What follows belongs to an exercise in optimizing a design on an open flow for small area and a short achievable clock period; a production flow would make more cautious choices. In this exercise RTL edits were held to simulation tests only and were not proved equivalent to the original.

==> v19: inputs <==
==> flow/design.v (excerpt) <==
module iir_df_i_ref
	#(
		parameter N = 2,
		parameter X_WIDTH = 12,
		parameter Y_WIDTH = 12,
		parameter PRECISION = 32,
		parameter COEFF_WIDTH = 16,
		parameter Q = 14
	)
	(
		 input rst_n,
		 input clk,
		 input signed [X_WIDTH-1:0] x,
		 input [(COEFF_WIDTH*N)-1:0] packed_a_coeffs,
		 input [(COEFF_WIDTH*(N+1))-1:0] packed_b_coeffs,
		 output signed [Y_WIDTH-1:0] y
    );
clock: 21.0 ns
lec_check: 0
cap_margin: 20
core_margin: 2
core_utilization: 30
slew_margin: 20
standard.sh (not shown) runs the stock make flow with config.mk's settings and CLKGATE_MAP_FILE= SYNTH_SCRIPT=/design/flow/synth_recipe.tcl, a recipe that flattens the netlist after the stock synthesis.
==> flow/flow/run.sh <==
#!/bin/bash
# Layout flow: the standard ORFS flow (standard.sh: the standard synthesis,
# floorplan, placement, CTS, routing and finish) with two make variables
# changed on its command line:
#   SETUP_SLACK_MARGIN=14   repair_timing keeps improving setup paths until their
#                           slack at the 21 ns clock reaches 14 ns, so that the
#                           achieved period (21 ns less the slack) is optimised,
#                           not only the 21 ns constraint;
#   MATCH_CELL_FOOTPRINT=0  lets the resizer replace a cell with a faster one of
#                           another footprint (the port buffers, for instance).
# The clock, the SDC and the synthesis are the standard flow's, unchanged.  make's full
# output goes to standard_finish.log; ORFS keeps each step's log under orfs/logs.
set -uo pipefail
bash standard.sh SETUP_SLACK_MARGIN=14 MATCH_CELL_FOOTPRINT=0 finish > standard_finish.log 2>&1
==> v8 (differences from v19) <==
==> flow/flow/run.sh (replaced) <==
#!/bin/bash
# Layout flow: the standard ORFS flow (standard.sh: the standard synthesis,
# floorplan, placement, CTS, routing and finish) with two make variables
# changed on its command line:
#   SETUP_SLACK_MARGIN=13   repair_timing keeps improving setup paths until their
#                           slack at the 21 ns clock reaches 13 ns, so that the
#                           achieved period (21 ns less the slack) is optimised,
#                           not only the 21 ns constraint;
#   MATCH_CELL_FOOTPRINT=0  lets the resizer replace a cell with a faster one of
#                           another footprint (the port buffers, for instance).
# The clock, the SDC and the synthesis are the standard flow's, unchanged.  make's full
# output goes to standard_finish.log; ORFS keeps each step's log under orfs/logs.
set -uo pipefail
bash standard.sh SETUP_SLACK_MARGIN=13 MATCH_CELL_FOOTPRINT=0 finish > standard_finish.log 2>&1
==> run notes <==
* Status: no timing/DRC/antenna violations
* Worst clock skew at 25.3 ps
* Worst R2R Path Depth at 22
* Hold slack at 666 ps
* Vias post-DR at 28,300
* Layout area overhead at 14.4%
the above is filed under v19

==> run notes <==
* Worst clock skew at 30.1 ps
* Hold slack at 659 ps
* Vias post-DR at 28,000
* Layout area overhead at 9.42%
* CP max FO at 5
* Sequential area share after synthesis at 0.130
* Status: no timing/DRC/antenna violations
* Critical path's top delay family: buffers and inverters
* Worst R2R Path Depth at 20
the above is filed under v8



==> run M <==
iir_df_i_ref, a different RTL version from the one above (not shown whole).
Settings: LEC_CHECK=0, CAP_MARGIN=20, CORE_MARGIN=2, CORE_UTILIZATION=30, SLEW_MARGIN=20; clock period 21.0 ns.
==> flow/flow/run.sh <==
#!/bin/bash
# Layout flow: the standard ORFS flow (standard.sh: the standard synthesis,
# floorplan, placement, CTS, routing and finish) with two make variables
# changed on its command line:
#   SETUP_SLACK_MARGIN=13.5   repair_timing keeps improving setup paths until their
#                           slack at the 21 ns clock reaches 13.5 ns, so that the
#                           achieved period (21 ns less the slack) is optimised,
#                           not only the 21 ns constraint;
#   MATCH_CELL_FOOTPRINT=0  lets the resizer replace a cell with a faster one of
#                           another footprint (the port buffers, for instance).
# The clock, the SDC and the synthesis are the standard flow's, unchanged.  make's full
# output goes to standard_finish.log; ORFS keeps each step's log under orfs/logs.
set -uo pipefail
bash standard.sh SETUP_SLACK_MARGIN=13.5 MATCH_CELL_FOOTPRINT=0 finish > standard_finish.log 2>&1
==> inputs of run K, as changes to run M <==
--- a/flow/flow/run.sh
+++ b/flow/flow/run.sh
@@ -4,4 +4,4 @@
 # changed on its command line:
-#   SETUP_SLACK_MARGIN=13.5   repair_timing keeps improving setup paths until their
-#                           slack at the 21 ns clock reaches 13.5 ns, so that the
+#   SETUP_SLACK_MARGIN=14   repair_timing keeps improving setup paths until their
+#                           slack at the 21 ns clock reaches 14 ns, so that the
 #                           achieved period (21 ns less the slack) is optimised,
@@ -13,2 +13,2 @@
 set -uo pipefail
-bash standard.sh SETUP_SLACK_MARGIN=13.5 MATCH_CELL_FOOTPRINT=0 finish > standard_finish.log 2>&1
+bash standard.sh SETUP_SLACK_MARGIN=14 MATCH_CELL_FOOTPRINT=0 finish > standard_finish.log 2>&1
==> run notes <==
	run M	run K
Number of DRC markers after the initial detailed-route iteration	3730	3911
Worst setup margin	13.29 ns	13.22 ns
Placer Congestion	0.950	0.957
Final non-clock buffer share	6.34%	6.54%
Source-to-sink clock delay at the later pin of the worst-skew pair	0.55 ns	0.56 ns
Post-CTS Setup Inserts	24	41
Ratio of cells with drive above 1 in the final layout	10.3%	14.0%
Non-Filler Instances	5094	5095
Worst reg2reg startpoint	csa[13]	csc[13]
Maximum operating frequency	130 MHz	129 MHz
Data arrival time of the critical path	3.51 ns	3.58 ns
Area used by multi-input combinational logic	0.0284 mm²	0.0289 mm²
Met2 track utilization from global routing	32.8%	32.6%
Area delta synth->final	12.8%	14.6%
Start point of the critical path	csa[13]	csc[13]
Drt wl/cell	24.5 µm	24.4 µm
Largest net degree at the start of global routing	69	60
Clock buffer count in the final layout	17	18
Clock buffer and inverter area fraction after layout	1.67%	1.55%
Wire length of the first global-routing pass	187000 µm	188000 µm
Outcome	complete, no violations	complete, no violations
Startpoint of the lowest-slack hold path	x0r[0]	x0r[2]
Detailed Route WL	125000 µm	124000 µm
Pre-CTS setup slack	12.35 ns	12.65 ns

-- static timing again, ports no longer ideal --
Ports are ideal in the flow. The routed layouts listed here were re-timed in OpenROAD.
Step 1, drivers: a clkbuf_16 drives clk and a buf_2 each remaining input, both assumed.
Step 2 moves the port delays by t, midway between the first and last clock arrival at a register: inputs arrive t later, outputs are due t later. That takes back most of the time a late clock gives input paths.
Three values: ideal ports, drivers, drivers and shift; two values: the first two.
run	t, ns	slack for setup (ns)	hold WS [ns]	worst register clock-pin slew, ns	worst slew at a driven data input, ns
v19	0.595	13.397 / 13.329 / 13.220	0.666 / 0.666 / 0.666	0.09 / 0.09	0.08
v8	0.609	13.067 / 12.999 / 12.781	0.659 / 0.659 / 0.659	0.10 / 0.10	0.05
run M	0.612	13.292 / 13.220 / 13.048	0.691 / 0.691 / 0.691	0.10 / 0.10	0.08
run K	0.627	13.221 / 13.144 / 13.201	0.701 / 0.701 / 0.701	0.10 / 0.10	0.10
After both steps setup and hold are still met in every run listed. The setup slack of v8, which loses most, moves by -0.068 ns with the drivers and by -0.286 ns with both steps.
